This design comes from an exercise in tuning for small area on the open sky130 flow, not from production work. Function was checked by simulation only, so behaviour that the tests miss may differ from the original. Power and IR drop assume default switching activity.

run 1:
Design Top_Module, start of the top module:
module Top_Module (
        input clk, reset, btn, btn1, btn2, btn3,
        output [11:0] redgrnblu,
        output hsync, vsync,
        output [6:0] seg1, seg2
        );
Size in the first run: ~660 cells after synthesis, ~34 I/O pins, ~4500 um^2 of cells after synthesis.
==> flow/config.mk <==
export PLATFORM = sky130hd
export DESIGN_NAME = Top_Module
export DESIGN_NICKNAME = Top_Module
export VERILOG_FILES = /design/flow/design.v
export SDC_FILE = /design/flow/constraint.sdc
export NUM_CORES = 4
export LEC_CHECK = 0
export CAP_MARGIN = 20
export CORE_MARGIN = 2
export CORE_UTILIZATION = 40
export SLEW_MARGIN = 20
==> flow/constraint.sdc <==
create_clock -name core_clock -period 8.0 [get_ports {clk}]
set_input_delay 1.6000 -clock core_clock [delete_from_list [all_inputs] [get_ports {clk}]]
set_output_delay 1.6000 -clock core_clock [all_outputs]
set_load 0.01 [all_outputs]
standard.sh (not shown) runs the stock make flow with config.mk's settings and CLKGATE_MAP_FILE= SYNTH_SCRIPT=/design/flow/synth_recipe.tcl, a recipe that flattens the netlist after the stock synthesis.
==> flow/flow/run.sh <==
#!/bin/bash
# Own layout flow: the standard synthesis, then the combinational logic of
# its netlist is re-mapped for area by Yosys/ABC (flip-flops kept as they are,
# same names and cells), checked equivalent to the standard netlist, and laid
# out with the standard ORFS steps using small port buffers and a clock tree
# without dummy loads.
set -uo pipefail
HERE=$PWD
R=$HERE/orfs/results/sky130hd/Top_Module/base
LIB=$FLOW_HOME/platforms/sky130hd/lib/sky130_fd_sc_hd__tt_025C_1v80.lib
FLOWDIR=$HERE/flow
CTS_BUF=${CTS_BUF:-sky130_fd_sc_hd__clkbuf_8}
if [[ -f $FLOWDIR/params.sh ]]; then source $FLOWDIR/params.sh; fi

bash standard.sh $R/1_2_yosys.v > $HERE/synth_standard.log 2>&1 || exit 1
cp $R/1_2_yosys.v $HERE/netlist_standard.v

LIB=$LIB ABCSCR="${ABCSCR:-+strash;&get,-n;&deepsyn,-T,30;&put;dch,-f;amap;}" IN_V=$HERE/netlist_standard.v OUT_V=$HERE/netlist_reopt.v \
  yosys -c $FLOWDIR/reopt.tcl > $HERE/reopt.log 2>&1
if LIB=$LIB A_V=$HERE/netlist_standard.v B_V=$HERE/netlist_reopt.v yosys -c $FLOWDIR/eqv.tcl > $HERE/equiv.log 2>&1; then
  cp $HERE/netlist_reopt.v $R/1_2_yosys.v
  echo "using re-mapped netlist" > $HERE/netlist_choice.log
else
  echo "re-mapped netlist not proven equivalent; using the standard netlist" > $HERE/netlist_choice.log
fi

bash standard.sh finish \
  BUFFER_PORTS_ARGS="-buffer_cell sky130_fd_sc_hd__buf_1" \
  CTS_ARGS="-sink_clustering_enable -repair_clock_nets -dont_use_dummy_load -buf_list $CTS_BUF" \
  > $HERE/layout_standard.log 2>&1
==> flow/flow/reopt.tcl <==
# Re-map the combinational logic of the standard synthesis netlist for area.
# Flip-flop instances are kept as they are (same names, cells and nets).
set lib $::env(LIB)
set scr $::env(ABCSCR)
yosys read_liberty -ignore_miss_func $lib
yosys read_verilog $::env(IN_V)
yosys hierarchy -top Top_Module
# keep sequential cells as black boxes
foreach pat {*df* *dl* *conb* *sdf*} {
  yosys blackbox sky130_fd_sc_hd__$pat
}
yosys flatten
yosys rename -hide w:*.*
yosys opt_clean -purge
yosys opt -full
yosys abc -liberty $lib -dont_use sky130_fd_sc_hd__lpflow_* -dont_use sky130_fd_sc_hd__probe* -dont_use *_16 -dont_use *_12 -script $scr
yosys opt_clean -purge
yosys hilomap -singleton -hicell sky130_fd_sc_hd__conb_1 HI -locell sky130_fd_sc_hd__conb_1 LO
yosys insbuf -buf sky130_fd_sc_hd__buf_1 A X
yosys rename -enumerate -pattern {_r%_} w:\$*
yosys rename -enumerate -pattern {_c%_} c:\$*
yosys stat -liberty $lib
yosys write_verilog -noattr -nohex -nodec $::env(OUT_V)
Other scripts of this flow, unchanged in this note and not shown: flow/flow/eqv.tcl
### run 1 -> run 2
--- a/flow/flow/run.sh
+++ b/flow/flow/run.sh
@@ -12 +12,2 @@
-CTS_BUF=${CTS_BUF:-sky130_fd_sc_hd__clkbuf_8}
+CTS_BUF=sky130_fd_sc_hd__clkbuf_8
+MY_CTS_ARGS=""
@@ -13,0 +15 @@
+MY_CTS_ARGS=${MY_CTS_ARGS:-"-sink_clustering_enable -repair_clock_nets -dont_use_dummy_load -buf_list $CTS_BUF"}
@@ -29 +31 @@
-  CTS_ARGS="-sink_clustering_enable -repair_clock_nets -dont_use_dummy_load -buf_list $CTS_BUF" \
+  CTS_ARGS="$MY_CTS_ARGS" \
==> flow/flow/params.sh (new file) <==
MY_CTS_ARGS="-sink_clustering_enable -sink_clustering_size 40 -sink_clustering_max_diameter 300 -repair_clock_nets -dont_use_dummy_load -buf_list sky130_fd_sc_hd__clkbuf_8"
### Flow results
From run 1 to run 2, maximum frequency did not move at all.
Run 2: done, clean on timing, DRC and antenna
Diff run 2..run 1 | register cell area after layout | unchanged
Run 2 -> run 1: power delta 0, exact match
Delta (run 2 minus run 1): net total in the final layout held, non-clock inverter instance count of the final layout now sits at about the same level, delay of the slowest cell on the worst path held, leakage component of the power essentially unchanged.
Here is what was changed in the inputs of run 3 compared with run 2.
==> flow/flow/params.sh <==
MY_CTS_ARGS="-sink_clustering_enable -sink_clustering_size 100 -sink_clustering_max_diameter 500 -sink_clustering_levels 1 -dont_use_dummy_load -buf_list sky130_fd_sc_hd__clkbuf_16"
--- outcome ---
The lower total clock network power of run 3 and run 2 is in run 2. [run 3] share of total power in the clock network rose 8.8 points relative to run 2. Compared to run 2, the routing of run 3 uses less wire. From run 3 to run 2, die boundary width did not move at all. Relative to run 2, run 3 improves worst-case headroom to the max-slew limit. Comparing run 3 with run 2, the via count of the first global-routing pass came out essentially unchanged.
Inputs modified between run 3 and run 4:
--- a/flow/flow/run.sh
+++ b/flow/flow/run.sh
@@ -12,2 +12 @@
-CTS_BUF=sky130_fd_sc_hd__clkbuf_8
-MY_CTS_ARGS=""
+CTS_BUF=${CTS_BUF:-sky130_fd_sc_hd__clkbuf_8}
@@ -15 +13,0 @@
-MY_CTS_ARGS=${MY_CTS_ARGS:-"-sink_clustering_enable -repair_clock_nets -dont_use_dummy_load -buf_list $CTS_BUF"}
@@ -31 +29 @@
-  CTS_ARGS="$MY_CTS_ARGS" \
+  CTS_ARGS="-sink_clustering_enable -repair_clock_nets -dont_use_dummy_load -buf_list $CTS_BUF" \
--- a/flow/flow/reopt.tcl
+++ b/flow/flow/reopt.tcl
@@ -9,2 +9,2 @@
-foreach pat {*df* *dl* *conb* *sdf*} {
-  yosys blackbox sky130_fd_sc_hd__$pat
+foreach c {dfxtp_1 dfxtp_2 dfxtp_4 dfrtp_1 dfrtp_2 dfrtp_4 dfstp_1 dfstp_2 dfstp_4 conb_1} {
+  yosys blackbox sky130_fd_sc_hd__$c
removed: flow/flow/params.sh
### Flow results
The flow ended early for run 4: it failed with a tool error in 1_synth.
The flow did not stop early for run 3: all stages ran, and the layout cleared the timing, DRC and antenna checks.
Here is what was changed in the inputs of run 5 compared with run 4.
--- a/flow/flow/run.sh
+++ b/flow/flow/run.sh
@@ -12 +12,2 @@
-CTS_BUF=${CTS_BUF:-sky130_fd_sc_hd__clkbuf_8}
+CTS_BUF=sky130_fd_sc_hd__clkbuf_8
+MY_CTS_ARGS=""
@@ -13,0 +15 @@
+MY_CTS_ARGS=${MY_CTS_ARGS:-"-sink_clustering_enable -repair_clock_nets -dont_use_dummy_load -buf_list $CTS_BUF"}
@@ -29 +31 @@
-  CTS_ARGS="-sink_clustering_enable -repair_clock_nets -dont_use_dummy_load -buf_list $CTS_BUF" \
+  CTS_ARGS="$MY_CTS_ARGS" \
==> flow/flow/params.sh (new file) <==
MY_CTS_ARGS="-repair_clock_nets -dont_use_dummy_load -buf_list sky130_fd_sc_hd__clkbuf_16 -root_buf sky130_fd_sc_hd__clkbuf_16"
--- a/flow/flow/reopt.tcl
+++ b/flow/flow/reopt.tcl
@@ -9,2 +9,2 @@
-foreach c {dfxtp_1 dfxtp_2 dfxtp_4 dfrtp_1 dfrtp_2 dfrtp_4 dfstp_1 dfstp_2 dfstp_4 conb_1} {
-  yosys blackbox sky130_fd_sc_hd__$c
+foreach pat {*df* *dl* *conb* *sdf*} {
+  yosys blackbox sky130_fd_sc_hd__$pat
--- outcome ---
Run 5 finished all stages; the layout is clean.

[what the ideal ports hide]
In the flow no input, the clock included, has a driving cell. The finished layouts below were timed again as built, in two steps. Step 1: set_driving_cell puts a clkbuf_16 on clk and a buf_2 on each other input, an assumption about the parent block. Step 2 moves the port delays by t, midway between the first and last clock arrival at a register: inputs arrive t later, outputs are due t later. That takes back most of the time a late clock gives input paths. Slacks: no drivers / after step 1 / after step 2; pairs: no drivers / after step 1.
| run | t (ns) | setup slack, ns | hold WS [ns] | slew at the worst register clock pin (ns) | pins driven straight from the clock port |
|---|---|---|---|---|---|
| run 1 | 0.382 | 2.183 / 2.183 / 2.183 | 0.437 / 0.437 / 0.437 | 0.08 / 0.08 | 1 |
| run 2 | 0.382 | 2.183 / 2.183 / 2.183 | 0.437 / 0.437 / 0.437 | 0.08 / 0.08 | 1 |
| run 3 | 0.365 | 2.214 / 2.214 / 2.214 | 0.433 / 0.433 / 0.433 | 0.06 / 0.06 | 1 |
| run 5 | 0.365 | 2.214 / 2.214 / 2.214 | 0.433 / 0.433 / 0.433 | 0.06 / 0.06 | 1 |
After both steps every run listed still meets setup and hold.
